From an optimization exercise on the open Yosys and OpenROAD flow, aimed at small area, a short achievable clock period and few clock cycles; shortcuts taken in it are not production practice. RTL that was checked went through simulation tests only; none was proved equivalent to the original. No functional check of the RTL was part of run 7. No activity file was given, so power comes from the tool's default toggle rates.

File: flow/design.v
`timescale 1ns / 1ps
module datapath(Clk,Rst,imem_addr,imem_rdata,dmem_addr,dmem_wdata,dmem_we,dmem_re,dmem_rdata);
input Clk,Rst;
output [31:0] imem_addr;
input  [31:0] imem_rdata;
output [31:0] dmem_addr;
output [31:0] dmem_wdata;
output dmem_we;
output dmem_re;
input  [31:0] dmem_rdata;
reg  [9:0]  pc;           
reg  [31:0] ir;           
reg  [31:1] oh_rs;        
reg  [31:1] oh_rt;        
reg  [31:1] ol_rs;        
reg  [31:1] ol_rt;        
reg         fw_rs;        
reg         fw_rt;        
reg         xv;           
reg         xpred;        
reg  [1:0]  fctr;         
reg         mbusy;        
reg  [1:0]  mstep;        
reg  [31:0] m_res;        
reg  [9:0]  m_addr;       
reg  [4:0]  m_rd;         
reg         m_lw, m_sw;
reg  [31:0] rf [1:31];
assign imem_addr  = {20'b0, pc, 2'b0};
assign dmem_addr  = {20'b0, m_addr, 2'b0};
assign dmem_wdata = m_res;
assign dmem_we    = m_sw;
assign dmem_re    = m_lw;
wire [9:0] pc1      = pc + 10'd1;
wire       f_pred   = (imem_rdata[31:26] == 6'h05) & (imem_rdata[15] | fctr[1]);
wire [9:0] f_target = pc1 + imem_rdata[9:0];
wire [5:0] op = ir[31:26];
wire [5:0] fn = ir[5:0];
wire [4:0] rs = ir[25:21];
wire [4:0] rt = ir[20:16];
wire [4:0] rd = ir[15:11];
wire [4:0] sh = ir[10:6];
wire op_r   = (op == 6'h00);
wire op_s2  = (op == 6'h1c);
wire i_add  = op_r  & (fn == 6'h20);
wire i_sub  = op_r  & (fn == 6'h22);
wire i_and  = op_r  & (fn == 6'h24);
wire i_or   = op_r  & (fn == 6'h25);
wire i_slt  = op_r  & (fn == 6'h2a);
wire i_sll  = op_r  & (fn == 6'h00);
wire i_srl  = op_r  & (fn == 6'h02);
wire i_mul  = op_s2 & (fn == 6'h02);
wire i_clz  = op_s2 & (fn == 6'h20);
wire i_clo  = op_s2 & (fn == 6'h21);
wire i_addi = (op == 6'h08);
wire i_ori  = (op == 6'h0d);
wire i_lw   = (op == 6'h23);
wire i_sw   = (op == 6'h2b);
wire i_bne  = (op == 6'h05);
wire wr_rd  = i_add | i_sub | i_and | i_or | i_slt | i_sll | i_srl | i_mul | i_clz | i_clo;
wire wr_rt  = i_addi | i_ori | i_lw;
wire [4:0] dest = (xv & wr_rd) ? rd : (xv & wr_rt) ? rt : 5'd0;
reg  [31:0] rf_a, rf_b;
integer q;
always @(*) begin
    rf_a = 32'd0;
    rf_b = 32'd0;
    for (q = 1; q < 32; q = q + 1) begin
        rf_a = rf_a | (rf[q] & {{16{oh_rs[q]}}, {16{ol_rs[q]}}});
        rf_b = rf_b | (rf[q] & {{16{oh_rt[q]}}, {16{ol_rt[q]}}});
    end
end
wire [31:0] a = {rf_a[31:16] | (m_res[31:16] & {16{fw_rs}}), fw_rs ? m_res[15:0] : rf_a[15:0]};
wire [31:0] b = {rf_b[31:16] | (m_res[31:16] & {16{fw_rt}}), fw_rt ? m_res[15:0] : rf_b[15:0]};
wire [31:0] imm = {{16{ir[15]}}, ir[15:0]};
wire use_imm = i_addi | i_ori | i_lw | i_sw;
wire [31:0] bo  = use_imm ? imm : b;
wire        subt = i_sub | i_slt | i_bne;
wire [32:0] sum  = {1'b0, a} + {1'b0, subt ? ~b : bo} + {32'd0, subt};
wire [31:0] ca = (m_lw & fw_rs) ? dmem_rdata : a;
wire [31:0] cb = (m_lw & fw_rt) ? dmem_rdata : b;
wire        ltu  = ca < cb;
wire        ne   = |sum[31:0];
wire [31:0] lz_in = i_clo ? ~a : a;
reg  [5:0]  lz;
integer k;
always @(*) begin
    lz = 6'd32;
    for (k = 0; k < 32; k = k + 1)
        if (lz_in[k]) lz = 6'd31 - k[5:0];
end
wire        i_sh   = i_sll | i_srl;
wire        m_op   = i_mul | i_sh;
wire [31:0] b_rev;
genvar g;
generate for (g = 0; g < 32; g = g + 1) begin : rev
    assign b_rev[g]    = b[31-g];
    assign mout_rev[g] = mout[31-g];
end endgenerate
wire [31:0] mx     = i_mul ? a : i_srl ? b_rev : b;
wire [1:0]  mslice = mbusy ? mstep : (i_mul ? 2'd0 : sh[4:3]);
wire [31:0] xs     = (mslice == 2'd0) ? mx :
                     (mslice == 2'd1) ? {mx[23:0], 8'd0} :
                     (mslice == 2'd2) ? {mx[15:0], 16'd0} : {mx[7:0], 24'd0};
wire [8:0]  bc     = (mslice == 2'd3) ? b[31:23] :
                     (mslice == 2'd2) ? b[23:15] :
                     (mslice == 2'd1) ? b[15:7]  : {b[7:0], 1'b0};
wire [31:0] macc   = mbusy ? m_res : 32'd0;
wire [31:0] b_eq   = ~(b ^ {32{b[31]}});
wire        m_done = ~i_mul | (mslice == 2'd3) |
                     ((mslice == 2'd2) & (&b_eq[30:23])) |
                     ((mslice == 2'd1) & (&b_eq[30:15])) |
                     ((mslice == 2'd0) & (&b_eq[30:7]));
reg  [31:0] pp [0:3];
reg  [3:0]  ng;
reg  [2:0]  bt;
reg         one, two;
integer j;
always @(*) begin
    for (j = 0; j < 4; j = j + 1) begin
        bt    = bc[2*j +: 3];
        if (i_mul) begin
            ng[j] = bt[2] & ~(bt[1] & bt[0]);
            one   = bt[0] ^ bt[1];
            two   = (bt[2] & ~bt[1] & ~bt[0]) | (~bt[2] & bt[1] & bt[0]);
        end else begin
            ng[j] = 1'b0;
            one   = ~mbusy & (sh[2:1] == j) & ~sh[0];
            two   = ~mbusy & (sh[2:1] == j) &  sh[0];
        end
        pp[j] = (({32{one}} & xs) | ({32{two}} & {xs[30:0], 1'b0})) ^ {32{ng[j]}};
    end
end
wire [31:0] mout_rev;
wire [31:0] mout = macc + pp[0] + {pp[1][29:0], 2'b0} + {pp[2][27:0], 4'b0} + {pp[3][25:0], 6'b0}
                 + {25'd0, ng[3], 1'b0, ng[2], 1'b0, ng[1], 1'b0, ng[0]};
wire ldstall  = xv & ~i_slt & m_lw & (fw_rs | fw_rt);
wire m_go     = xv & m_op & ~ldstall;
wire mulstall = m_go & ~m_done;
wire stall    = ldstall | mulstall;
reg [31:0] res;
always @(*) begin
    res = sum[31:0];
    if (i_and)         res = a & b;
    if (i_or | i_ori)  res = a | bo;
    if (i_slt)         res = 32'd0;
    if (i_clz | i_clo) res = {26'd0, lz};
    if (m_op)          res = (i_srl & ~mulstall) ? mout_rev : mout;
    if (i_sw)          res = b;
end
wire taken    = i_bne & ne;
wire redirect = xv & i_bne & ~ldstall & (taken != xpred);
wire [9:0] x_redir = pc + (xpred ? (~ir[9:0] + 10'd1) : ir[9:0]);
wire [4:0] n_rs = stall ? rs : imem_rdata[25:21];
wire [4:0] n_rt = stall ? rt : imem_rdata[20:16];
wire [4:0] n_rd = stall ? 5'd0 : dest;
wire       n_fs = (n_rd != 5'd0) & (n_rd == n_rs);
wire       n_ft = (n_rd != 5'd0) & (n_rd == n_rt);
always @(posedge Clk) begin
    if (Rst) begin
        pc    <= 10'd0;
        xv    <= 1'b0;
        mbusy <= 1'b0;
        fctr  <= 2'b01;
        m_rd  <= 5'd0;
        m_lw  <= 1'b0;
        m_sw  <= 1'b0;
    end else begin
        if (redirect) begin
            pc <= x_redir;
            xv <= 1'b0;
        end else if (!stall) begin
            pc <= f_pred ? f_target : pc1;
            xv <= 1'b1;
        end
        if (xv & i_bne & ~ldstall & ~ir[15])
            fctr <= taken ? (fctr == 2'b11 ? 2'b11 : fctr + 2'b01)
                          : (fctr == 2'b00 ? 2'b00 : fctr - 2'b01);
        if (m_go) begin
            mbusy <= mulstall;
            mstep <= mslice + 2'd1;
        end
        if (stall) begin
            m_rd <= 5'd0;
            m_lw <= 1'b0;
            m_sw <= 1'b0;
        end else begin
            m_rd <= n_rd;
            m_lw <= xv & i_lw;
            m_sw <= xv & i_sw;
        end
    end
end
integer r;
always @(posedge Clk) begin
    if (!stall) begin
        ir    <= imem_rdata;
        xpred <= f_pred;
    end
    for (r = 1; r < 32; r = r + 1) begin
        oh_rs[r] <= (n_rs == r) & ~n_fs;
        oh_rt[r] <= (n_rt == r) & ~n_ft;
        ol_rs[r] <= (n_rs == r);
        ol_rt[r] <= (n_rt == r);
    end
    fw_rs <= n_fs;
    fw_rt <= n_ft;
    m_res  <= {res[31:1], i_slt ? ltu : res[0]};
    m_addr <= sum[11:2];
    if (m_rd != 5'd0)
        rf[m_rd] <= m_lw ? dmem_rdata : m_res;
end
endmodule
File: flow/flow/run.sh
#!/bin/bash
# Standard ORFS layout, with repair_timing asked to leave a setup margin so
# that the resizer works on the paths that set the achieved period, and the
# port buffers made with a plain buffer cell.
set -euo pipefail
bash standard.sh SETUP_SLACK_MARGIN=26.5 'BUFFER_PORTS_ARGS=-buffer_cell sky130_fd_sc_hd__buf_2' finish > make_finish.log 2>&1
File: flow/standard.sh
#!/bin/bash
# synth_recipe.tcl (not shown) runs the flow's synth.tcl, then flattens the netlist and writes it again
# the make line also repeats each setting of config.mk as NAME=value (left out here)
make -C /OpenROAD-flow-scripts/flow DESIGN_CONFIG=/design/flow/config.mk WORK_HOME=/design/flow/orfs CLKGATE_MAP_FILE= SYNTH_SCRIPT=/design/flow/synth_recipe.tcl "${@:-finish}"
File: flow/config.mk
export PLATFORM = sky130hd
export DESIGN_NAME = datapath
export DESIGN_NICKNAME = datapath
export VERILOG_FILES = /design/flow/design.v
export SDC_FILE = /design/flow/constraint.sdc
export NUM_CORES = 8
export LEC_CHECK = 0
export CAP_MARGIN = 20
export CORE_MARGIN = 2
export CORE_UTILIZATION = 40
export SETUP_SLACK_MARGIN = 3
export SLEW_MARGIN = 20
File: flow/constraint.sdc
create_clock -name core_clock -period 35.0 [get_ports {Clk}]
set_input_delay 7.0000 -clock core_clock [delete_from_list [all_inputs] [get_ports {Clk}]]
set_output_delay 7.0000 -clock core_clock [all_outputs]
set_load 0.01 [all_outputs]
==> results_dict.tcl, run 1 <==
set metrics [dict create \
    clock_latency_ps 810 \
    grt_max_degree 66 \
    yosysUniqueCellTypes 97 \
    vias_per_cell 7.38 \
    cp_cell_sequence "buf_2" \
    slowest_stage "dfxtp_2" \
    firstDrtPassIters 10 \
    ant_nets 0 \
    max_cap_viol_count 0 \
    drt-initial-drc-count 12400 \
    routed_wl_mm 324 \
    reg2reg_depth 27 \
    grt_use_total 0.384 \
    grt_remaining_overflow 0 \
    slew_viol_final 0 \
    tightestPinTransition_ps 1320 \
    mostFrequentLayoutCells "1027 x edfxtp_1, 661 x a22oi_1, 307 x nor2_1, 271 x buf_4, 255 x a21oi_1" \
    cts_buffers 120 \
    grt_pass1_vias 53300 \
    min_period_ps 8530 \
    grt_pass1_wl_mm 435 \
    fin_crit_sh 0.244 \
    io_pins 164 \
    place_congestion 1.04 \
    filler_cell_count 14400 \
    cts_sinks 1216 \
    cts_tree "done" \
    holdBufCountCts 0 \
    path_max_fanout 5 \
    hold_depth 2 \
    min-delay-start "fctr[1]$_SDFFE_PP0P_" \
    synth_top_cell_area_share 0.484 \
    start_util 0.403 \
    required_ps 28000 \
    synth-seq-area-share 0.543 \
    vdd_drop_max_mv 0.0434 \
    io_buffers 119 \
    rsz0062_at_grt "true" \
    cellLeakagePower_nw 25.3 \
    synthFlopType "edfxtp_1" \
    drc 0 \
    setup_violations 0 \
    netlist_instances 5563 \
    tns_ps 0 \
    slowest_delay_ps 580 \
    powerDensity_nw_per_um2 56.5 \
    std_cell_rows 146 \
    power.total_mw 4.11 \
    post-synth-top-area-cell "edfxtp_1" \
    reg2reg_to "pc[9]$_SDFFE_PP0P_" \
    vias 58000 \
    avgSynthCellArea_um2 11.5 \
    hold_end "fctr[1]$_SDFFE_PP0P_" \
    layout_commonest_cell "edfxtp_1" \
    syn2layout_area_growth_pct 14.1 \
    critPathBufInv 1 \
    worstReg2RegStart "fw_rt$_DFF_P_" \
    cp.arrival_ps 1530 \
    cp-end-kind "output pin" \
    die_area_um2 163000 \
    crit_type "reg2out" \
    slew_headroom 0.121 \
    die_y_um 403 \
    critPathLaunchType "flop" \
    critical_path.top_delay_family "flip-flops" \
    ys_warn_count 2 \
    drive_above_1_share 0.156 \
    antenna_found_initial 33 \
    nets 5950 \
    synthTopCellsByArea "edfxtp_1 48%, a22oi_1 7.9%, dfxtp_1 5.9%" \
    wire_per_inst_um 41.3 \
    core_um2 158000 \
    h-tree-depth 3 \
    clk_path_buf_depth 3 \
    postSynth.asyncResetShare 0 \
    reg2reg_slack_ps 26550 \
    synth_edf_count 1027 \
    status "complete, no violations" \
    clock-root-buffer "clkbuf_16" \
    hold_path.class "reg2reg" \
    fmax_ghz 0.117 \
    skew_ps 88.1 \
    ys_ff_latch 1216 \
    clk_pin_slew_ps 60 \
    hold_violations 0 \
    die_w_um 403 \
    syn-cell-area_um2 63800 \
    hpwl_mm 197 \
]
registers in the layout, summed over array words and instances, names as in the netlist:
signal,cells
m_sw,1
rf,992
fctr,2
m_addr,10
m_rd,5
ol_rt,31
oh_rs,31
mstep,2
fw_rt,1
fw_rs,1
oh_rt,31
xv,1
ir,32
ol_rs,31
m_res,32
m_lw,1
xpred,1
pc,10
mbusy,1
worst max-delay path by stage:
stage                 startpoint                  to  cells past startpoint
2_1_floorplan      imem_rdata[1]  pc[9]$_SDFFE_PP0P_                     14
3_3_place_gp    ir[28]$_DFFE_PP_    m_res[2]$_DFF_P_                     32
3_5_place_dp     ir[0]$_DFFE_PP_    m_res[2]$_DFF_P_                     33
4_1_cts         ir[31]$_DFFE_PP_    m_res[2]$_DFF_P_                     35
5_1_grt            imem_rdata[1]  pc[9]$_SDFFE_PP0P_                     15
6_report       m_res[19]$_DFF_P_      dmem_wdata[19]                      1
cells in the mapped netlist, types with 15 or more instances:
library cell and count:
a211oi_1 29, a21o_1 42, a21oi_1 273, a221oi_1 193
a22o_1 184, a22oi_1 667, a31oi_1 28, and2_1 39
and3_1 27, buf_1 21, buf_4 44, clkbuf_1 422
dfxtp_1 189, edfxtp_1 1027, fa_1 88, ha_1 151
inv_1 186, mux2_2 63, mux2i_1 35, nand2_1 251
nand2b_1 26, nand3_1 97, nand4_1 175, nor2_1 343
nor2b_1 36, nor3_1 83, nor4_1 26, o21ai_0 179
o21bai_1 20, o22ai_1 118, o311ai_0 17, o31ai_1 16
o32a_1 20, or4_1 15, xnor2_1 181, xor2_1 34
cell families after synthesis:
logic type,after synthesis,share of synthesized area
AO/OA/AOI/OAI,1890,0.213
AND/OR/NAND/NOR,1216,0.0962
XOR/XNOR,217,0.0302
buffers and inverters,686,0.0435
other,1,0.0000588
flip-flops,1216,0.543
multiplexers,98,0.0166
adder cells (fa/ha/maj),239,0.0573
final cells by class:
cell class,count,area [um2],area share
flip-flops and latches,1216,34700,0.477
multi-input cells,3706,27600,0.379
clock buffers,148,3180,0.0437
repair buffers,413,3090,0.0425
well taps,2072,2590,0.0356
clock inverters,78,825,0.0113
inverters,188,727,0.00999
diodes,26,65.1,0.000894
per-layer routing:
| metal | track usage | up-vias | routed length [um] |
|---|---|---|---|
| met5 | 0.0211 | - | 570 |
| met4 | 0.261 | 28 | 29800 |
| met3 | 0.179 | 1944 | 56600 |
| met2 | 0.545 | 6249 | 130000 |
| met1 | 0.459 | 27800 | 107000 |
| li1 | - | 22000 | - |
stage by stage:
step	setup slack [ps]	hold WS, ps	instances	utilization	instance area [um2]
2_1_floorplan	26060	486	5606	-	64100
3_3_place_gp	24980	509	7550	0.426	67400
3_5_place_dp	25000	530	7551	0.426	67500
4_1_cts	26420	543	7803	0.455	72100
5_1_grt	26400	568	7825	0.459	72700
6_report	26470	552	7847	0.459	72700
where the power goes:
| group | total (mW) | leakage (nW) | internal (mW) | switching (mW) |
|---|---|---|---|---|
| logic | 0.902 | 12.5 | 0.259 | 0.643 |
| registers | 1.86 | 10.8 | 1.78 | 0.0808 |
| clock network | 1.34 | 1.92 | 0.732 | 0.610 |
what timing repair did:
action	4_1_cts	5_1_grt
endpoints found under the setup margin	70	47
pin swaps	24	33
setup buffers	23	14
endpoints found under the hold margin	0	0
cloned	3	3
resized for setup	103	90
Testbench counts, summed over its fixed seeds: cycles 194,651.
==> run 2, diff against run 1 <==
==> flow/config.mk (replaced) <==
export PLATFORM = sky130hd
export DESIGN_NAME = datapath
export DESIGN_NICKNAME = datapath
export VERILOG_FILES = /design/flow/design.v
export SDC_FILE = /design/flow/constraint.sdc
export NUM_CORES = 8
export LEC_CHECK = 0
export CAP_MARGIN = 5
export CORE_MARGIN = 2
export CORE_UTILIZATION = 50
export CTS_BUF_LIST = sky130_fd_sc_hd__clkbuf_8
export CTS_CLUSTER_DIAMETER = 50
export CTS_CLUSTER_SIZE = 16
export SLEW_MARGIN = 5
==> run 2 against run 1 <==
The layout now fails its checks (capacitance limit, slew limit). Sequential cell count unchanged. Die area down 20%. Register-to-register slack better by 90 ps. Combinational power up 6.4%. Count of clock-buffer cells in the layout down 28. Critical path type unchanged. Sequential share of layout area up 1.2 points. Global-route usage up 9.0 points. Highest routed layer unchanged. Sequential power about the same. Synthesized cell count unchanged. Core utilization up 10 points. Via count up 0.43%.
==> results_dict.tcl, run 2 <==
set metrics [dict create \
    status "complete, but fails checks" \
    failed_checks "capacitance limit, slew limit" \
    setup_violations 0 \
    dp_cells 7133 \
    cts_buffers 116 \
    cp_cell_sequence "buf_12, buf_6" \
    final_area_um2 71100 \
    io_buffers 119 \
    cellLeakagePower_nw 24.9 \
    syn2layout_area_growth_pct 11.4 \
    reg2reg_slack_ps 26640 \
    fmax_ghz 0.117 \
    required_ps 28000 \
    h-tree-depth 3 \
    holdBufCountCts 0 \
    max_cap_viol_count 1 \
    power.total_mw 3.81 \
    cp.arrival_ps 1560 \
    slew_viol_final 2 \
    slowest_delay_ps 370 \
    start_util 0.502 \
    drt-initial-drc-count 12000 \
    cp-startpoint "m_res[4]$_DFF_P_" \
    io_pins 164 \
    critPathBufInv 2 \
    slew_headroom -0.0472 \
    skew_ps 60.5 \
    ant_nets 0 \
    die_y_um 361 \
    place_congestion 1.04 \
    vias 58200 \
    yosysUniqueCellTypes 97 \
    synth-seq-area-share 0.543 \
    grt_pass1_vias 52500 \
    hold_path.class "reg2reg" \
    powerDensity_nw_per_um2 53.6 \
    fin_cells 7450 \
    std_cell_rows 131 \
    postSynth.asyncResetShare 0 \
    clock-root-buffer "clkbuf_8" \
    core_um2 127000 \
    grt_max_degree 66 \
    drive_above_1_share 0.163 \
    die_area_um2 130000 \
    die_w_um 361 \
    avgSynthCellArea_um2 11.5 \
    critPathLaunchType "flop" \
    synth_most_common_cell "edfxtp_1" \
    routed_wl_mm 321 \
    clk_path_buf_depth 3 \
    largest_reg_flops 992 \
    hold_violations 0 \
    nets 5979 \
    dpl_worst_slack_ps 25120 \
    tns_ps 0 \
    min-delay-start "fctr[1]$_SDFFE_PP0P_" \
    fin_ws_ps 26440 \
    rsz0062_at_grt "true" \
    synthFlopType "edfxtp_1" \
    grt_use_total 0.474 \
    netlist_instances 5563 \
    min_period_ps 8560 \
    vdd_drop_max_mv 0.0373 \
    crit_type "reg2out" \
    vias_per_cell 7.81 \
    synthTopCellsByArea "edfxtp_1 48%, a22oi_1 7.9%, dfxtp_1 5.9%" \
    synth_top_cell_area_share 0.484 \
    ys_warn_count 2 \
    top_register "rf" \
    worstReg2RegStart "ol_rs[13]$_DFF_P_" \
    tightestPinTransition_ps 1560 \
    worst_hold_slack_ps 529 \
    cts_sinks 1216 \
    dpl_cell_area_um2 66900 \
    cts_tree "done" \
    path_max_fanout 3 \
    clock_latency_ps 920 \
    post-synth-top-area-cell "edfxtp_1" \
    syn-cell-area_um2 63800 \
    grt_pass1_wl_mm 427 \
    slowest_stage "dfxtp_2" \
    grt_remaining_overflow 0 \
    hpwl_mm 185 \
    firstDrtPassIters 11 \
    layout_commonest_cell "edfxtp_1" \
    largestRegisters "rf (992), ir (32), m_res (32)" \
    cp-end-kind "output pin" \
    drc 0 \
    ys_ff_latch 1216 \
    antenna_found_initial 21 \
    clk_pin_slew_ps 90 \
    postLayoutCoreUtil 0.559 \
    wire_per_inst_um 43.0 \
    mostFrequentLayoutCells "1027 x edfxtp_1, 659 x a22oi_1, 308 x nor2_1, 305 x buf_4, 256 x a21oi_1" \
    synth_edf_count 1027 \
    fin_crit_sh 0.244 \
    critical_path.top_delay_family "flip-flops" \
    synth_commonest_cells "1027 x edfxtp_1, 667 x a22oi_1, 422 x clkbuf_1" \
]
## run 2: cell counts after synthesis
No cell type changed its count.
## run 2: final cells by class
cell class                 count  area, um2
tap                         1662       2080
clock buffer                 120       1650
clock inverter                91        978
antenna                       21       52.6
multi-input combinational   3705      27500
inverter                     188        718
timing repair buffer         447       3340
fill                       10600      56000
sequential                  1216      34800
## run 2: kinds of logic (layout without fill, tap and decap cells)
family          count (synthesis)  count (layout)  share of synthesized area
flops                        1216            1216                      0.543
compound gates               1890            1890                      0.213
buf+inv                       686             846                     0.0435
simple gates                 1216            1217                     0.0962
xor+xnor                      217             217                     0.0302
other cells                     1              65                  0.0000588
fa+ha+maj                     239             239                     0.0573
mux                            98              98                     0.0166
## run 2: final timing paths
check	depth (start not counted)	to
min reg2reg	2	fctr[1]$_SDFFE_PP0P_
max reg2reg	29	m_res[2]$_DFF_P_
max	2	dmem_wdata[4]
min	2	fctr[1]$_SDFFE_PP0P_
## run 2: timing repair
action,in CTS,in global routing
pin swaps,4,30
gates resized for setup,125,69
cloned,1,5
setup buffers,36,43
endpoints found under the setup margin,86,46
endpoints found under the hold margin,0,0
## run 2: routing by layer
layer,wire (um),global-route usage,up-vias
met2,125000,0.646,6365
met4,31500,0.349,32
met3,59400,0.245,1974
met1,104000,0.568,27800
met5,708,0.00740,-
li1,-,-,22000
## run 2: power by group
group / total, mW / leakage [nW] / internal, mW / switching (mW)
sequential: 1.85 / 10.9 / 1.79 / 0.0589
combinational: 0.960 / 12.6 / 0.270 / 0.691
clock: 0.999 / 1.38 / 0.413 / 0.586
total: 3.81 / 24.9 / 2.47 / 1.34
## run 2: worst reg2reg max path: cells and delay by family, from the launching register on
kind / cells / cell delay (ps)
flops: 1 / 820
xor+xnor: 2 / 390
buf+inv: 3 / 890
compound gates: 16 / 3620
fa+ha+maj: 5 / 1860
simple gates: 3 / 660
==> run 3, diff against run 2 <==
--- a/flow/config.mk
+++ b/flow/config.mk
@@ -7,7 +7,7 @@
 export LEC_CHECK = 0
 export CAP_MARGIN = 5
 export CORE_MARGIN = 2
-export CORE_UTILIZATION = 50
+export CORE_UTILIZATION = 40
 export CTS_BUF_LIST = sky130_fd_sc_hd__clkbuf_8
 export CTS_CLUSTER_DIAMETER = 50
 export CTS_CLUSTER_SIZE = 16
==> run 3 against run 2 <==
Now clean on timing, DRC and antenna. Clock power is 6.0% lower. Combinational power increased by 0.7%. Sequential share of layout area decreased by 0.29 points. Critical path depth unchanged. Critical path type unchanged. Largest power group unchanged.
==> results_dict.tcl, run 3 <==
set metrics [dict create \
    largestRegisters "rf (992), ir (32), m_res (32)" \
    netSwitchingFraction 0.348 \
    grt_max_degree 66 \
    io_buffers 119 \
    synthTopCellsByArea "edfxtp_1 48%, a22oi_1 7.9%, dfxtp_1 5.9%" \
    skew_ps 78.7 \
    synth_top_cell_area_share 0.484 \
    ys_warn_count 2 \
    dp_cells 7550 \
    place_congestion 1.04 \
    nets 5988 \
    cp-end-kind "output pin" \
    cp.arrival_ps 1510 \
    grt_pass1_vias 52800 \
    firstDrtPassIters 10 \
    worstReg2RegStart "ol_rt[24]$_DFF_P_" \
    ys_ff_latch 1216 \
    synth_most_common_cell "edfxtp_1" \
    yosysUniqueCellTypes 97 \
    vias_per_cell 7.37 \
    hpwl_mm 197 \
    clk_pin_slew_ps 100 \
    slew_headroom 0.0627 \
    grt_pass1_wl_mm 435 \
    power.total_mw 3.75 \
    die_area_um2 163000 \
    crit_end "dmem_wdata[6]" \
    post-synth-top-area-cell "edfxtp_1" \
    syn-cell-area_um2 63800 \
    rsz0062_at_grt "true" \
    cp-startpoint "m_res[6]$_DFF_P_" \
    layout_commonest_cell "edfxtp_1" \
    power_frac_seq 0.491 \
    largest_reg_flops 992 \
    drt-initial-drc-count 12100 \
    netlist_instances 5563 \
    reg2reg_slack_ps 26600 \
    fin_cells 7881 \
    comb_power_share 0.258 \
    die_w_um 403 \
    io_pins 164 \
    synth_commonest_cells "1027 x edfxtp_1, 667 x a22oi_1, 422 x clkbuf_1" \
    reg2reg_depth 29 \
    hold_violations 0 \
    mostFrequentLayoutCells "1027 x edfxtp_1, 660 x a22oi_1, 314 x buf_4, 305 x nor2_1, 258 x a21oi_1" \
    cellLeakagePower_nw 24.8 \
    hold_path.class "reg2reg" \
    core_um2 158000 \
    tns_ps 0 \
    slew_viol_final 0 \
    antenna_found_initial 42 \
    synthFlopType "edfxtp_1" \
    min_period_ps 8510 \
    syn2layout_area_growth_pct 12.1 \
    std_cell_rows 146 \
    max_cap_viol_count 0 \
    crit_type "reg2out" \
    powerDensity_nw_per_um2 52.4 \
    setup_violations 0 \
    clock_latency_ps 930 \
    path_max_fanout 3 \
    cts_tree "done" \
    h-tree-depth 3 \
    clk_path_buf_depth 3 \
    drive_above_1_share 0.163 \
    netSwitchingPower_mw 1.30 \
    cts_buffers 110 \
    routed_wl_mm 325 \
    wire_per_inst_um 41.2 \
    fmax_ghz 0.118 \
    drc 0 \
    intPower_mw 2.44 \
    holdBufCountCts 0 \
    grt_remaining_overflow 0 \
    status "complete, no violations" \
    ant_nets 0 \
    avgSynthCellArea_um2 11.5 \
    vdd_drop_max_mv 0.0352 \
    die_y_um 403 \
    fin_crit_sh 0.243 \
    start_util 0.403 \
    cts_sinks 1216 \
    required_ps 28000 \
    reg2reg_to "m_res[2]$_DFF_P_" \
    critPathLaunchType "flop" \
    tightestPinTransition_ps 1390 \
    power_frac_clock 0.251 \
    synth_edf_count 1027 \
    filler_cell_count 14400 \
    postSynth.asyncResetShare 0 \
    clock-root-buffer "clkbuf_8" \
    synth-seq-area-share 0.543 \
    grt_use_total 0.384 \
    vias 58100 \
    top_register "rf" \
]
==> run 3: repair_timing <==
action | in CTS | in global routing
pin swaps | 14 | 25
gates cloned | 5 | 2
buffers inserted | 51 | 35
setup endpoints to repair | 84 | 44
resized for setup | 140 | 75
==> run 3: layout make-up <==
class | instances | area [um2] | share of cell area
Multi-Input combinational cell | 3707 | 27400 | 0.384
Timing Repair Buffer | 460 | 3460 | 0.0484
Clock inverter | 86 | 832 | 0.0116
Antenna cell | 40 | 100 | 0.00140
Sequential cell | 1216 | 34800 | 0.487
Tap cell | 2072 | 2590 | 0.0363
Clock buffer | 112 | 1540 | 0.0216
Inverter | 188 | 742 | 0.0104
==> run 3: metal layers <==
metal | GRT usage | routed length (um) | up-vias
li1 | - | - | 22000
met1 | 0.458 | 107000 | 27900
met2 | 0.545 | 131000 | 6243
met3 | 0.183 | 56400 | 1869
met4 | 0.264 | 29800 | 48
met5 | 0.0199 | 853 | -
==> run 3: stage by stage <==
stage,setup slack [ps],util,hold WS [ps],cell area [um2]
4_1_cts,26440,0.447,537,70800
3_5_place_dp,24960,0.426,521,67400
6_report,26490,0.451,537,71500
3_3_place_gp,24980,0.426,509,67400
2_1_floorplan,26060,-,486,64100
5_1_grt,26430,0.451,574,71400
==> run 3: power groups by stage <==
stage | sequential, mW | combinational, mW | clock [mW]
after floorplan | 1.84 | 0.455 | 0
after global placement | 1.89 | 0.813 | 0
after detailed placement | 1.89 | 0.820 | 0
after CTS | 1.84 | 0.906 | 0.931
after global routing | 1.84 | 0.999 | 0.981
final | 1.84 | 0.967 | 0.939
==> run 3: cell families (layout without fill, tap and decap cells) <==
group           after synthesis  count (layout)  synth area share
other cells                   1              84         0.0000588
fa+ha+maj                   239             239            0.0573
simple gates               1216            1217            0.0962
compound gates             1890            1892             0.213
buf+inv                     686             846            0.0435
flops                      1216            1216             0.543
mux                          98              98            0.0166
xor+xnor                    217             217            0.0302
==> run 3: worst min path at each step <==
stage               cells past startpoint                 start  slack [ps]                   end
detailed placement                      2  fctr[1]$_SDFFE_PP0P_         520  fctr[1]$_SDFFE_PP0P_
global placement                        2  fctr[1]$_SDFFE_PP0P_         510  fctr[1]$_SDFFE_PP0P_
CTS                                     2  fctr[1]$_SDFFE_PP0P_         540  fctr[1]$_SDFFE_PP0P_
global route                            2  fctr[1]$_SDFFE_PP0P_         570  fctr[1]$_SDFFE_PP0P_
finish                                  2  fctr[1]$_SDFFE_PP0P_         540  fctr[1]$_SDFFE_PP0P_
floorplan                               2  fctr[1]$_SDFFE_PP0P_         490  fctr[1]$_SDFFE_PP0P_
==> run 3: critical path, stage by stage, from the launching register on <==
cell and delay (ps):
dfxtp_2 350, buf_12 140, buf_6 110
==> run 4, diff against run 3 <==
==> flow/flow/run.sh (replaced) <==
#!/bin/bash
# Standard ORFS layout, with repair_timing asked to leave a setup margin so
# that the resizer works on the paths that set the achieved period, and the
# port buffers made with a plain buffer cell.
set -euo pipefail
bash standard.sh SETUP_SLACK_MARGIN=27.0 'BUFFER_PORTS_ARGS=-buffer_cell sky130_fd_sc_hd__buf_2' finish > make_finish.log 2>&1
==> run 4 against run 3 <==
Non-clock buffer count is 49 higher. Global-route usage decreased by 0.48 points. Still clean on timing, DRC and antenna. Sequential cell count is the same.
==> results_dict.tcl, run 4 <==
set metrics [dict create \
    clock-root-buffer "clkbuf_8" \
    layout_commonest_cell "edfxtp_1" \
    top_register "rf" \
    synth-seq-area-share 0.543 \
    power.total_mw 3.80 \
    tns_ps 0 \
    tightestPinTransition_ps 1290 \
    h-tree-depth 3 \
    antenna_found_initial 25 \
    critPathLaunchType "flop" \
    fin_cells 7913 \
    die_area_um2 163000 \
    slowest_delay_ps 520 \
    fmax_ghz 0.117 \
    core_um2 158000 \
    path_depth 1 \
    holdBufCountCts 0 \
    critPathBufInv 1 \
    mostFrequentLayoutCells "1027 x edfxtp_1, 657 x a22oi_1, 342 x buf_4, 304 x nor2_1, 242 x a21oi_1" \
    cts_sinks 1216 \
    synth_most_common_cell "edfxtp_1" \
    grt_max_degree 66 \
    vias_per_cell 7.42 \
    hold_path.class "reg2reg" \
    dpl_worst_slack_ps 25390 \
    hold_depth 2 \
    vias 58700 \
    io_buffers 119 \
    wire_per_inst_um 40.8 \
    syn2layout_area_growth_pct 14.6 \
    synth_edf_count 1027 \
    fin_ws_ps 26450 \
    die_w_um 403 \
    slowest_stage "dfxtp_4" \
    setup_violations 0 \
    synth_top_cell_area_share 0.484 \
    synthFlopType "edfxtp_1" \
    grt_remaining_overflow 0 \
    netlist_instances 5563 \
    postLayoutCoreUtil 0.461 \
    grt_pass1_wl_mm 431 \
    drive_above_1_share 0.187 \
    postSynth.asyncResetShare 0 \
    required_ps 28000 \
    ant_nets 0 \
    clock_latency_ps 910 \
    powerDensity_nw_per_um2 52.0 \
    slew_headroom 0.131 \
    hold_violations 0 \
    reg2reg_depth 31 \
    fin_crit_sh 0.244 \
    post-synth-top-area-cell "edfxtp_1" \
    slew_viol_final 0 \
    cellLeakagePower_nw 25.4 \
    grt_use_total 0.380 \
    cp.arrival_ps 1550 \
    io_pins 164 \
    filler_cell_count 14300 \
    start_util 0.403 \
    synth_commonest_cells "1027 x edfxtp_1, 667 x a22oi_1, 422 x clkbuf_1" \
    rsz0062_at_grt "true" \
    hpwl_mm 189 \
    path_max_fanout 2 \
    largest_reg_flops 992 \
    critical_path.top_delay_family "flip-flops" \
    syn-cell-area_um2 63800 \
    firstDrtPassIters 11 \
    drt-initial-drc-count 12900 \
    ys_ff_latch 1216 \
    cts_buffers 111 \
    nets 6037 \
    clk_path_buf_depth 3 \
    die_y_um 403 \
    vdd_drop_max_mv 0.0362 \
    cts_tree "done" \
    status "complete, no violations" \
    yosysUniqueCellTypes 97 \
    largestRegisters "rf (992), ir (32), m_res (32)" \
    min_period_ps 8550 \
    place_congestion 1.05 \
    clk_pin_slew_ps 90 \
    grt_pass1_vias 53800 \
    routed_wl_mm 323 \
    std_cell_rows 146 \
    cp_cell_sequence "buf_6" \
    avgSynthCellArea_um2 11.5 \
    cp-end-kind "output pin" \
    crit_type "reg2out" \
    ys_warn_count 2 \
    skew_ps 58.1 \
    max_cap_viol_count 0 \
    dp_cells 7536 \
    drc 0 \
    synthTopCellsByArea "edfxtp_1 48%, a22oi_1 7.9%, dfxtp_1 5.9%" \
]
==> run 4: layout make-up <==
type	instances	area, um2	share of cell area
inverter	188	729	0.00998
tap	2072	2590	0.0355
sequential	1216	34800	0.476
multi-input combinational	3705	28100	0.385
timing repair buffer	509	4370	0.0598
timing repair inverter	1	8.76	0.000120
antenna	23	57.6	0.000788
clock buffer	114	1570	0.0215
clock inverter	85	837	0.0115
==> run 4: tightest hold or removal path, cell delays in order, from the launching register on <==
cell	delay, ps
dfxtp_1	350
o21ai_0	90
a21oi_1	60
==> run 4: through the flow <==
| stage | hold slack, ps | area (um2) |
|---|---|---|
| 2_1_floorplan | 486 | 64400 |
| 3_3_place_gp | 505 | 67500 |
| 3_5_place_dp | 526 | 67500 |
| 4_1_cts | 540 | 71700 |
| 5_1_grt | 588 | 73000 |
| 6_report | 542 | 73100 |
==> run 4: layer usage <==
layer	share of wire	vias to the layer above	global-route usage
met5	0.0014	-	0.0220
met4	0.097	16	0.273
met3	0.18	2056	0.194
met2	0.40	6455	0.529
met1	0.32	28100	0.446
li1	-	22100	-
==> run 4: logic make-up (layout without fill, tap and decap cells) <==
family,Yosys count,count (layout),share of synthesized area
AO/OA/AOI/OAI,1890,1890,0.213
XOR/XNOR,217,217,0.0302
adder cells (fa/ha/maj),239,239,0.0573
buffers and inverters,686,897,0.0435
flip-flops,1216,1216,0.543
multiplexers,98,98,0.0166
other,1,67,0.0000588
AND/OR/NAND/NOR,1216,1217,0.0962
==> run 4: timing repair <==
| item | CTS | global route |
|---|---|---|
| resized for setup | 258 | 151 |
| buffers inserted | 92 | 49 |
| cloned | 6 | 8 |
| endpoints found under the setup margin | 99 | 97 |
| pin swaps | 42 | 59 |
==> run 4: worst paths after layout <==
| check | from | endpoint | slack [ps] |
|---|---|---|---|
| worst max-delay path | m_res[0]$_DFF_P_ | dmem_wdata[0] | 26450 |
| worst min-delay path | fctr[1]$_SDFFE_PP0P_ | fctr[1]$_SDFFE_PP0P_ | 540 |
| worst max register to register | ol_rt[26]$_DFF_P_ | m_res[2]$_DFF_P_ | 26680 |
| worst min register to register | fctr[1]$_SDFFE_PP0P_ | fctr[1]$_SDFFE_PP0P_ | 540 |
==> run 4: power breakdown <==
part	leakage [nW]	internal, mW	switching [mW]	total (mW)
Clock	1.29	0.379	0.566	0.945
Combinational	13.3	0.308	0.706	1.01
Sequential	10.9	1.79	0.0540	1.84
Total	25.4	2.47	1.33	3.80
==> run 5, diff against run 4 <==
==> flow/flow/run.sh (replaced) <==
#!/bin/bash
# Standard ORFS layout, with repair_timing asked to leave a setup margin so
# that the resizer works on the paths that set the achieved period, and the
# port buffers made with a plain buffer cell.
set -euo pipefail
bash standard.sh SETUP_SLACK_MARGIN=26.5 MATCH_CELL_FOOTPRINT=0 'BUFFER_PORTS_ARGS=-buffer_cell sky130_fd_sc_hd__buf_2' finish > make_finish.log 2>&1
==> run 5 against run 4 <==
Register-to-register slack got worse by 180 ps. Still clean. Critical endpoint is now m_res[2]$_DFF_P_. Worst hold slack lost 8.9 ps. Fmax rose by 0.66%. Cell area is 2.2% lower.
==> results_dict.tcl, run 5 <==
set metrics [dict create \
    synth_edf_count 1027 \
    slew_headroom 0.136 \
    ant_nets 0 \
    cp.arrival_ps 9220 \
    grt_remaining_overflow 0 \
    grt_use_total 0.384 \
    cellLeakagePower_nw 24.9 \
    syn-cell-area_um2 63800 \
    h-tree-depth 3 \
    postSynth.asyncResetShare 0 \
    synth_commonest_cells "1027 x edfxtp_1, 667 x a22oi_1, 422 x clkbuf_1" \
    fin_crit_sh 0.243 \
    clk_pin_slew_ps 100 \
    slowest_delay_ps 810 \
    synthTopCellsByArea "edfxtp_1 48%, a22oi_1 7.9%, dfxtp_1 5.9%" \
    clock-root-buffer "clkbuf_8" \
    cts_buffers 116 \
    io_buffers 119 \
    drt-initial-drc-count 12000 \
    cts_tree "done" \
    vias_per_cell 7.36 \
    cp-end-kind "flop" \
    yosysUniqueCellTypes 97 \
    drc 0 \
    hold_violations 0 \
    die_y_um 403 \
    ys_ff_latch 1216 \
    die_area_um2 163000 \
    critPathLaunchType "flop" \
    skew_ps 100 \
    synth_xor_area_frac 0.0302 \
    nets 5980 \
    filler_cell_count 14500 \
    post-synth-top-area-cell "edfxtp_1" \
    top_register "rf" \
    clk_path_buf_depth 3 \
    path_max_fanout 9 \
    synth_most_common_cell "edfxtp_1" \
    synth_top_family_by_area "compound AO/OA/AOI/OAI gates" \
    synthFlopType "edfxtp_1" \
    hold_path.class "reg2reg" \
    die_w_um 403 \
    dpl_cell_area_um2 67400 \
    ys_warn_count 2 \
    status "complete, no violations" \
    slowest_stage "dfxtp_1" \
    clock_latency_ps 950 \
    antenna_found_initial 34 \
    largestRegisters "rf (992), ir (32), m_res (32)" \
    mostFrequentLayoutCells "1027 x edfxtp_1, 659 x a22oi_1, 309 x nor2_1, 308 x buf_4, 259 x a21oi_1" \
    synth_top_cell_area_share 0.484 \
    min_period_ps 8500 \
    grt_pass1_vias 53400 \
    wire_per_inst_um 41.1 \
    tightestPinTransition_ps 1290 \
    vias 57900 \
    rsz0062_at_grt "true" \
    layout_commonest_cell "edfxtp_1" \
    required_ps 35720 \
    firstDrtPassIters 11 \
    grt_max_degree 66 \
    hpwl_mm 191 \
    muxShareOfSynthArea 0.0166 \
    synth_adder_area_share 0.0573 \
    netlist_instances 5563 \
    core_um2 158000 \
    vdd_drop_max_mv 0.0340 \
    routed_wl_mm 324 \
    syn2layout_area_growth_pct 12.1 \
    largest_reg_flops 992 \
    place_congestion 1.03 \
    synth-seq-area-share 0.543 \
    std_cell_rows 146 \
    fmax_ghz 0.118 \
    crit_type "reg2reg" \
    postLayoutCoreUtil 0.451 \
    final_area_um2 71500 \
    cts_sinks 1216 \
    synth-simple-area-share 0.0962 \
    setup_violations 0 \
    powerDensity_nw_per_um2 52.9 \
    start_util 0.403 \
    tns_ps 0 \
    io_pins 164 \
    avgSynthCellArea_um2 11.5 \
    slew_viol_final 0 \
    max_cap_viol_count 0 \
    synth_compound_gate_area_share 0.213 \
    grt_pass1_wl_mm 434 \
    drive_above_1_share 0.160 \
]
[run 5: cell count changes in the layout (fill, tap and decap cells not counted), sizes merged, moves of 3 or more]
cell	before	now
inv	229	250
buf	497	444
diode	23	26
bufbuf	4	0
clkinv	30	21
[run 5: worst paths after layout]
kind / startpoint / endpoint / slack (ps) / cells past startpoint
max: ol_rs[26]$_DFF_P_ / m_res[2]$_DFF_P_ / 26500 / 28
min: fctr[1]$_SDFFE_PP0P_ / fctr[1]$_SDFFE_PP0P_ / 530 / 2
max reg2reg: ol_rs[26]$_DFF_P_ / m_res[2]$_DFF_P_ / 26500 / 28
min reg2reg: fctr[1]$_SDFFE_PP0P_ / fctr[1]$_SDFFE_PP0P_ / 530 / 2
[run 5: stage by stage]
step / total power [mW] / hold slack, ps / setup slack (ps) / cells
after floorplan: 2.30 / 486 / 26060 / 5606
after global placement: 2.69 / 509 / 25130 / 7548
after detailed placement: 2.69 / 515 / 24940 / 7548
after CTS: 3.71 / 531 / 26320 / 7813
after global routing: 3.86 / 580 / 26320 / 7849
final: 3.78 / 533 / 26500 / 7870
[run 5: cells by family (layout without fill, tap and decap cells)]
logic type | after synthesis | after routing
adder cells (fa/ha/maj) | 239 | 239
other | 1 | 70
AND/OR/NAND/NOR | 1216 | 1216
AO/OA/AOI/OAI | 1890 | 1890
multiplexers | 98 | 98
buffers and inverters | 686 | 852
flip-flops | 1216 | 1216
XOR/XNOR | 217 | 217
[run 5: layout make-up]
class                           count  area, um2  share of cell area
Clock buffer                      116       1600              0.0223
Clock inverter                     99        980              0.0137
Sequential cell                  1216      34800               0.487
Tap cell                         2072       2590              0.0363
Timing Repair Buffer              449       3350              0.0468
Inverter                          188        722              0.0101
Multi-Input combinational cell   3704      27400               0.383
Antenna cell                       26       65.1            0.000910
[run 5: repair_timing]
item	4_1_cts	5_1_grt
hold buffers	0	0
gates cloned	0	4
setup buffers	50	27
resized for setup	133	68
pin swaps	6	28
endpoints found under the setup margin	87	41
[run 5: power by group]
part	internal, mW	total (mW)	switching, mW
Clock	0.395	0.981	0.586
Sequential	1.79	1.84	0.0521
Combinational	0.276	0.961	0.685
[run 5: worst max-delay path: cells and delay by family (launching register included)]
| family | cells | cell delay (ps) |
|---|---|---|
| xor gates and xnor gates | 2 | 400 |
| AOI/OAI and AO/OA | 15 | 3540 |
| DFF | 1 | 810 |
| buffers and inverters | 3 | 920 |
| and+or+nand+nor | 3 | 790 |
| adders and majority gates | 5 | 1790 |
[run 5: routing by layer]
| layer | track usage | up-vias | wire length, um |
|---|---|---|---|
| met4 | 0.269 | 32 | 29100 |
| met3 | 0.193 | 1778 | 57300 |
| met1 | 0.452 | 27900 | 107000 |
| li1 | - | 22000 | - |
| met2 | 0.540 | 6160 | 130000 |
| met5 | 0.0172 | - | 734 |
==> run 6, diff against run 5 <==
==> flow/flow/run.sh (replaced) <==
#!/bin/bash
# Standard ORFS layout, with repair_timing asked to leave a setup margin so
# that the resizer works on the paths that set the achieved period, and the
# port buffers made with a plain buffer cell.
set -euo pipefail
bash standard.sh SETUP_SLACK_MARGIN=27.0 MATCH_CELL_FOOTPRINT=0 'BUFFER_PORTS_ARGS=-buffer_cell sky130_fd_sc_hd__buf_2' finish > make_finish.log 2>&1
==> run 6 against run 5 <==
Still clean. Register-to-register slack better by 500 ps. Combinational power increased by 7%. Sequential cell count unchanged. Final cell count is 0.89% higher. Power increased by 2.0%. Routed wire length rose by 1.2%. Sequential power barely moved. Critical path depth is 26 lower. Critical path type is now reg2out. Largest power group unchanged.
==> results_dict.tcl, run 6 <==
set metrics [dict create \
    status "complete, no violations" \
    reg2reg_slack_ps 27000 \
    largestRegisters "rf (992), ir (32), m_res (32)" \
    grt_max_degree 65 \
    crit_type "reg2out" \
    critPathLaunchType "flop" \
    top_register "rf" \
    clock_latency_ps 960 \
    min_period_ps 8540 \
    worstReg2RegStart "fw_rs$_DFF_P_" \
    final_area_um2 73300 \
    tns_ps 0 \
    die_y_um 403 \
    routed-wl-met3_mm 56.9 \
    synth_edf_count 1027 \
    core_um2 158000 \
    antenna_found_initial 32 \
    die_area_um2 163000 \
    clk_pin_slew_ps 100 \
    cts_buffers 116 \
    fmax_ghz 0.117 \
    h-tree-depth 3 \
    powerDensity_nw_per_um2 52.6 \
    cp-end-kind "output pin" \
    slew_headroom 0.100 \
    std_cell_rows 146 \
    synth-seq-area-share 0.543 \
    fin_crit_sh 0.244 \
    fin_cells 7940 \
    syn-cell-area_um2 63800 \
    drt-initial-drc-count 12200 \
    vias_per_cell 7.36 \
    holdBufCountCts 0 \
    io_pins 164 \
    seqCellArea_um2 34800 \
    cp.arrival_ps 1540 \
    grt_pass1_vias 53400 \
    cts_sinks 1216 \
    ant_nets 0 \
    netlist_instances 5563 \
    clk_path_buf_depth 3 \
    yosysUniqueCellTypes 97 \
    synth_commonest_cells "1027 x edfxtp_1, 667 x a22oi_1, 422 x clkbuf_1" \
    drt-met1-wl_mm 108 \
    max_cap_viol_count 0 \
    cp-startpoint "m_res[14]$_DFF_P_" \
    highest_layer "met5" \
    reg2reg_to "m_res[0]$_DFF_P_" \
    wl_met2_mm 133 \
    path_max_fanout 2 \
    filler_cell_count 14300 \
    setup_violations 0 \
    hold_violations 0 \
    min-delay-start "fctr[1]$_SDFFE_PP0P_" \
    hold_end "fctr[1]$_SDFFE_PP0P_" \
    postLayoutCoreUtil 0.463 \
    clock-root-buffer "clkbuf_8" \
    synth_top_cell_area_share 0.484 \
    grt_remaining_overflow 0 \
    power.total_mw 3.85 \
    vias 58400 \
    mostFrequentLayoutCells "1027 x edfxtp_1, 657 x a22oi_1, 343 x buf_4, 299 x nor2_1, 241 x a21oi_1" \
    io_buffers 119 \
    drc 0 \
    multiInputGateArea_um2 28100 \
    post-synth-top-area-cell "edfxtp_1" \
    vdd_drop_max_mv 0.0429 \
    dp_cells 7547 \
    layout_commonest_cell "edfxtp_1" \
    dpl_cell_area_um2 67600 \
    synthFlopType "edfxtp_1" \
    tightestPinTransition_ps 1340 \
    reg2reg_depth 31 \
    nets 6048 \
    largest_reg_flops 992 \
    ys_ff_latch 1216 \
    postSynth.asyncResetShare 0 \
    synthTopCellsByArea "edfxtp_1 48%, a22oi_1 7.9%, dfxtp_1 5.9%" \
    drive_above_1_share 0.192 \
    wire_per_inst_um 41.3 \
    die_w_um 403 \
    avgSynthCellArea_um2 11.5 \
    cts_tree "done" \
    cellLeakagePower_nw 25.5 \
    hold_depth 2 \
    hpwl_mm 197 \
    rsz0062_at_grt "true" \
    firstDrtPassIters 10 \
    required_ps 28000 \
    ys_warn_count 2 \
    syn2layout_area_growth_pct 15.0 \
    grt_pass1_wl_mm 439 \
    skew_ps 78.8 \
    start_util 0.403 \
    synth_most_common_cell "edfxtp_1" \
    hold_path.class "reg2reg" \
    slew_viol_final 0 \
    grt_use_total 0.388 \
    place_congestion 1.02 \
    routed_wl_mm 328 \
]
[run 6: routing by layer]
layer / vias to the layer above / global-route usage
met5: - / 0.00149
met4: 28 / 0.270
met3: 1757 / 0.183
met2: 6387 / 0.548
met1: 28200 / 0.464
li1: 22100 / -
[run 6: worst max path at each step]
stage	endpoint	cells past startpoint	slack [ps]
global placement	m_res[2]$_DFF_P_	34	25320
floorplan	pc[9]$_SDFFE_PP0P_	14	26060
finish	dmem_wdata[14]	2	26460
global route	dmem_wdata[14]	2	26430
CTS	dmem_wdata[14]	2	26420
detailed placement	m_res[2]$_DFF_P_	34	25120
[run 6: power by group]
part	total (mW)	internal, mW	switching, mW
Sequential	1.85	1.79	0.0595
Clock	0.981	0.387	0.594
Combinational	1.03	0.310	0.716
Total	3.85	2.48	1.37
[run 6: cell type report]
cell class                 count  share of cell area
clock buffer                 123              0.0231
multi-input combinational   3704               0.384
tap                         2072              0.0354
timing repair buffer         517              0.0600
sequential                  1216               0.475
inverter                     188             0.00998
antenna                       31             0.00106
clock inverter                89              0.0120
[run 6: critical path, stage by stage (launching register included)]
cell and delay [ps]:
dfxtp_2 340, buf_12 160, buf_6 120
[run 6: logic make-up (layout without fill, tap and decap cells)]
group	count (synthesis)	count (layout)	share of synthesized area
other	1	75	0.0000588
AND/OR/NAND/NOR	1216	1216	0.0962
buffers and inverters	686	917	0.0435
XOR/XNOR	217	217	0.0302
AO/OA/AOI/OAI	1890	1890	0.213
adder cells (fa/ha/maj)	239	239	0.0573
flip-flops	1216	1216	0.543
multiplexers	98	98	0.0166
[run 6: metrics by stage]
step	hold WS, ps	setup slack [ps]
after floorplan	486	26060
after global placement	515	25320
after detailed placement	529	25120
after CTS	544	26420
after global routing	568	26430
final	551	26460
[run 6: what timing repair did]
item                                    CTS  global route
pin swaps                                45            78
gates resized for setup                 290           162
cloned                                    6             4
endpoints found under the setup margin   98            95
setup buffers                            84            56
==> run 7, diff against run 6 <==
--- a/flow/design.v
+++ b/flow/design.v
@@ -1,3 +1,19 @@
+`timescale 1ns / 1ps
+module add10(in1, in2, out);
+input  [9:0] in1, in2;
+output [9:0] out;
+assign out = in1 + in2;
+endmodule
+module add32(in1, in2, out);
+input  [31:0] in1, in2;
+output [31:0] out;
+assign out = in1 + in2;
+endmodule
+module ltu32(in1, in2, lt);
+input  [31:0] in1, in2;
+output lt;
+assign lt = in1 < in2;
+endmodule
 `timescale 1ns / 1ps
 module datapath(Clk,Rst,imem_addr,imem_rdata,dmem_addr,dmem_wdata,dmem_we,dmem_re,dmem_rdata);
 input Clk,Rst;
@@ -33,7 +49,8 @@
 assign dmem_re    = m_lw;
 wire [9:0] pc1      = pc + 10'd1;
 wire       f_pred   = (imem_rdata[31:26] == 6'h05) & (imem_rdata[15] | fctr[1]);
-wire [9:0] f_target = pc1 + imem_rdata[9:0];
+wire [9:0] f_target;
+add10 u_ftgt(pc1, imem_rdata[9:0], f_target);
 wire [5:0] op = ir[31:26];
 wire [5:0] fn = ir[5:0];
 wire [4:0] rs = ir[25:21];
@@ -79,7 +96,8 @@
 wire [32:0] sum  = {1'b0, a} + {1'b0, subt ? ~b : bo} + {32'd0, subt};
 wire [31:0] ca = (m_lw & fw_rs) ? dmem_rdata : a;
 wire [31:0] cb = (m_lw & fw_rt) ? dmem_rdata : b;
-wire        ltu  = ca < cb;
+wire        ltu;
+ltu32 u_lt(ca, cb, ltu);
 wire        ne   = |sum[31:0];
 wire [31:0] lz_in = i_clo ? ~a : a;
 reg  [5:0]  lz;
@@ -132,8 +150,22 @@
     end
 end
 wire [31:0] mout_rev;
-wire [31:0] mout = macc + pp[0] + {pp[1][29:0], 2'b0} + {pp[2][27:0], 4'b0} + {pp[3][25:0], 6'b0}
-                 + {25'd0, ng[3], 1'b0, ng[2], 1'b0, ng[1], 1'b0, ng[0]};
+wire [31:0] t0 = macc;
+wire [31:0] t1 = pp[0];
+wire [31:0] t2 = {pp[1][29:0], 2'b0};
+wire [31:0] t3 = {pp[2][27:0], 4'b0};
+wire [31:0] t4 = {pp[3][25:0], 6'b0};
+wire [31:0] t5 = {25'd0, ng[3], 1'b0, ng[2], 1'b0, ng[1], 1'b0, ng[0]};
+wire [31:0] s1 = t0 ^ t1 ^ t2;
+wire [31:0] c1 = {(t0[30:0] & t1[30:0]) | (t0[30:0] & t2[30:0]) | (t1[30:0] & t2[30:0]), 1'b0};
+wire [31:0] s2 = t3 ^ t4 ^ t5;
+wire [31:0] c2 = {(t3[30:0] & t4[30:0]) | (t3[30:0] & t5[30:0]) | (t4[30:0] & t5[30:0]), 1'b0};
+wire [31:0] s3 = s1 ^ c1 ^ s2;
+wire [31:0] c3 = {(s1[30:0] & c1[30:0]) | (s1[30:0] & s2[30:0]) | (c1[30:0] & s2[30:0]), 1'b0};
+wire [31:0] s4 = s3 ^ c3 ^ c2;
+wire [31:0] c4 = {(s3[30:0] & c3[30:0]) | (s3[30:0] & c2[30:0]) | (c3[30:0] & c2[30:0]), 1'b0};
+wire [31:0] mout;
+add32 u_madd(s4, c4, mout);
 wire ldstall  = xv & ~i_slt & m_lw & (fw_rs | fw_rt);
 wire m_go     = xv & m_op & ~ldstall;
 wire mulstall = m_go & ~m_done;
==> flow/flow/run.sh (replaced) <==
#!/bin/bash
# Standard ORFS layout, with repair_timing asked to leave a setup margin so
# that the resizer works on the paths that set the achieved period, and the
# port buffers made with a plain buffer cell.
set -euo pipefail
bash standard.sh SETUP_SLACK_MARGIN=26.5 'BUFFER_PORTS_ARGS=-buffer_cell sky130_fd_sc_hd__buf_2' finish > make_finish.log 2>&1
--- a/flow/config.mk
+++ b/flow/config.mk
@@ -12,3 +12,4 @@
 export CTS_CLUSTER_DIAMETER = 50
 export CTS_CLUSTER_SIZE = 16
 export SLEW_MARGIN = 5
+export SYNTH_HIERARCHICAL = 1
==> run 7 against run 6 <==
Worst hold slack lost 19 ps. Critical endpoint is now dmem_wdata[15]. Worst setup slack lost 14 ps. First-iteration DRC count grew 4.8%. Power shrank 0.94%. Synthesized area grew 1.3%. Synthesized cell count grew 0.41%. Still clean on timing, DRC and antenna. Non-clock buffer count shrank 96. Critical path type unchanged.
==> results_dict.tcl, run 7 <==
set metrics [dict create \
    powerDensity_nw_per_um2 53.1 \
    fin_crit_sh 0.245 \
    slowest_delay_ps 510 \
    required_ps 28000 \
    postSynth.asyncResetShare 0 \
    clk_pin_slew_ps 100 \
    power.total_mw 3.82 \
    syn-cell-area_um2 64600 \
    setup_violations 0 \
    rsz0062_at_grt "true" \
    cts_buffers 117 \
    vdd_drop_max_mv 0.0356 \
    start_util 0.403 \
    vias_per_cell 7.40 \
    min_period_ps 8560 \
    top_register "rf" \
    antenna_found_initial 28 \
    drt-initial-drc-count 12800 \
    firstDrtPassIters 13 \
    cp-end-kind "output pin" \
    vias 58700 \
    grt_remaining_overflow 0 \
    largest_reg_flops 992 \
    path_max_fanout 2 \
    ant_nets 0 \
    grt_pass1_vias 53500 \
    hpwl_mm 194 \
    clock-root-buffer "clkbuf_8" \
    hold_violations 0 \
    wire_per_inst_um 41.0 \
    netlist_instances 5586 \
    status "complete, no violations" \
    syn2layout_area_growth_pct 11.3 \
    slew_viol_final 0 \
    routed_wl_mm 325 \
    cp-startpoint "m_res[15]$_DFF_P_" \
    nets 5972 \
    clk_path_buf_depth 3 \
    yosysUniqueCellTypes 112 \
    critical_path.top_delay_family "flip-flops" \
    tightestPinTransition_ps 1320 \
    mostFrequentLayoutCells "1027 x edfxtp_1, 654 x a22oi_1, 294 x buf_4, 286 x nor2_1, 265 x a21oi_1" \
    worstReg2RegStart "ol_rs[20]$_DFF_P_" \
    skew_ps 114 \
    min-delay-start "fctr[1]$_SDFFE_PP0P_" \
    synth_most_common_cell "edfxtp_1" \
    ys_warn_count 8 \
    post-synth-top-area-cell "edfxtp_1" \
    avgSynthCellArea_um2 11.6 \
    synth-seq-area-share 0.536 \
    cts_sinks 1216 \
    critPathBufInv 1 \
    io_pins 164 \
    h-tree-depth 3 \
    largestRegisters "rf (992), ir (32), m_res (32)" \
    hold_path.class "reg2reg" \
    tns_ps 0 \
    fmax_ghz 0.117 \
    synth_top_cell_area_share 0.477 \
    cts_tree "done" \
    synthTopCellsByArea "edfxtp_1 48%, a22oi_1 7.6%, dfxtp_1 5.9%" \
    grt_pass1_wl_mm 434 \
    slowest_stage "dfxtp_4" \
    die_w_um 406 \
    die_y_um 406 \
    ys_ff_latch 1216 \
    place_congestion 1.00 \
    crit_type "reg2out" \
    cp_cell_sequence "buf_6" \
    synth_commonest_cells "1027 x edfxtp_1, 657 x a22oi_1, 399 x clkbuf_1" \
    critPathLaunchType "flop" \
    std_cell_rows 147 \
    drive_above_1_share 0.171 \
    synth_edf_count 1027 \
    die_area_um2 165000 \
    core_um2 160000 \
    clock_latency_ps 960 \
    slew_headroom 0.121 \
    grt_use_total 0.382 \
    io_buffers 119 \
    synthFlopType "edfxtp_1" \
    cp.arrival_ps 1560 \
    drc 0 \
    layout_commonest_cell "edfxtp_1" \
    cellLeakagePower_nw 25.0 \
    max_cap_viol_count 0 \
    grt_max_degree 74 \
]
[run 7: cell count changes after synthesis, sizes merged, moves of 16 or more]
| cell | previous run | this run |
|---|---|---|
| xor2 | 34 | 74 |
| o22ai | 118 | 154 |
| xnor2 | 181 | 145 |
| buf | 75 | 110 |
| inv | 188 | 153 |
| o21ai | 181 | 155 |
| a21o | 42 | 65 |
| and2 | 40 | 17 |
| clkbuf | 423 | 400 |
| mux2 | 63 | 86 |
| nand2 | 251 | 230 |
| nand3 | 97 | 116 |
| nor2 | 344 | 327 |
| a31oi | 28 | 44 |
[run 7: final timing paths]
check             depth (start not counted)  slack, ps              endpoint
setup / recovery                          1      26440        dmem_wdata[15]
hold / removal                            2        530  fctr[1]$_SDFFE_PP0P_
hold reg to reg                           2        530  fctr[1]$_SDFFE_PP0P_
setup reg to reg                         28      26530     m_res[23]$_DFF_P_
[run 7: metal layers]
layer	wire length [um]	GRT usage	vias to the layer above
met5	985	0.0178	-
met4	28900	0.249	34
met3	58300	0.194	1881
met2	130000	0.537	6391
met1	107000	0.455	28200
li1	-	-	22100
[run 7: final cells by class]
cell class              instances  area, um2
fillers                     14800      88500
flip-flops and latches       1216      34800
multi-input cells            3750      28000
repair buffers                421       3060
well taps                    2160       2700
clock buffers                 122       1680
clock inverters                89        953
inverters                     156        606
diodes                         19       47.5
[run 7: per-stage QoR]
| stage | hold WS (ps) | cells | worst slack [ps] | area [um2] | utilization |
|---|---|---|---|---|---|
| floorplan | 477 | 5632 | 26330 | 64900 | - |
| global placement | 502 | 7640 | 25530 | 68100 | 0.425 |
| detailed placement | 524 | 7641 | 25380 | 68100 | 0.425 |
| CTS | 540 | 7893 | 26430 | 71500 | 0.446 |
| global route | 576 | 7919 | 26420 | 71900 | 0.448 |
| finish | 532 | 7933 | 26440 | 71900 | 0.448 |
[run 7: kinds of logic (layout without fill, tap and decap cells)]
logic type               count (synthesis)  in the layout  synth area share
adder cells (fa/ha/maj)                244            244            0.0574
multiplexers                           134            134            0.0225
XOR/XNOR                               219            219            0.0297
AND/OR/NAND/NOR                       1167           1167            0.0930
other                                    1             66         0.0000581
AO/OA/AOI/OAI                         1939           1939             0.218
flip-flops                            1216           1216             0.536
buffers and inverters                  666            788            0.0435
[run 7: per-module statistics from Yosys, one instance, submodules excluded]
| module | cells | area [um2] | flops+latches | copies in the design |
|---|---|---|---|---|
| add32 | 241 | 1740 | 0 | 1 |
| add10 | 51 | 385 | 0 | 1 |
| ltu32 | 108 | 777 | 0 | 1 |
| datapath | 5186 | 61700 | 1216 | 1 |
[run 7: where the power goes]
| group | internal, mW | total, mW | switching [mW] | leakage (nW) |
|---|---|---|---|---|
| Sequential | 1.79 | 1.84 | 0.0554 | 10.9 |
| Combinational | 0.284 | 0.981 | 0.697 | 12.8 |
| Clock | 0.407 | 0.996 | 0.590 | 1.35 |
| Total | 2.48 | 3.82 | 1.34 | 25.0 |
[run 7: timing repair]
item	CTS	global route
setup endpoints to repair	75	57
resized for setup	140	58
pin swaps	2	10
hold buffers	0	0
buffers inserted	41	21

[static timing again, ports no longer ideal]
The flow's constraints put no driver on any port. The routed layouts listed below were extracted and timed again, unchanged, in two steps.
Step 1: set_driving_cell puts a clkbuf_16 on Clk and a buf_2 on each other input, an assumption about the parent block.
Step 2, shift: input delay + t, output delay - t, t = (earliest + latest rising clock arrival at the registers) / 2. This alone moves slack from input paths to output paths.
Three values: no drivers, after step 1, after step 2; two values: the first two.
| run | shift t [ns] | setup slack, ns | clock arrival spread, ns | worst slew at a driven data input, ns | pins driven straight from the clock port |
|---|---|---|---|---|---|
| run 1 | 0.846 | 26.471 / 26.389 / 25.714 | 0.088 / 0.088 | 0.28 | 1 |
| run 2 | 0.967 | 26.443 / 26.373 / 25.598 | 0.065 / 0.065 | 0.07 | 1 |
| run 3 | 0.971 | 26.492 / 26.415 / 25.660 | 0.078 / 0.079 | 0.29 | 1 |
| run 4 | 0.957 | 26.448 / 26.367 / 25.694 | 0.059 / 0.059 | 0.28 | 1 |
| run 5 | 0.985 | 26.504 / 26.427 / 25.637 | 0.100 / 0.100 | 0.26 | 1 |
| run 6 | 0.996 | 26.456 / 26.377 / 25.720 | 0.079 / 0.078 | 0.24 | 1 |
| run 7 | 0.982 | 26.442 / 26.355 / 25.647 | 0.121 / 0.121 | 0.21 | 1 |
For run 5, which loses most, drivers alone change the setup slack by -0.077 ns; drivers and shift together by -0.867 ns.
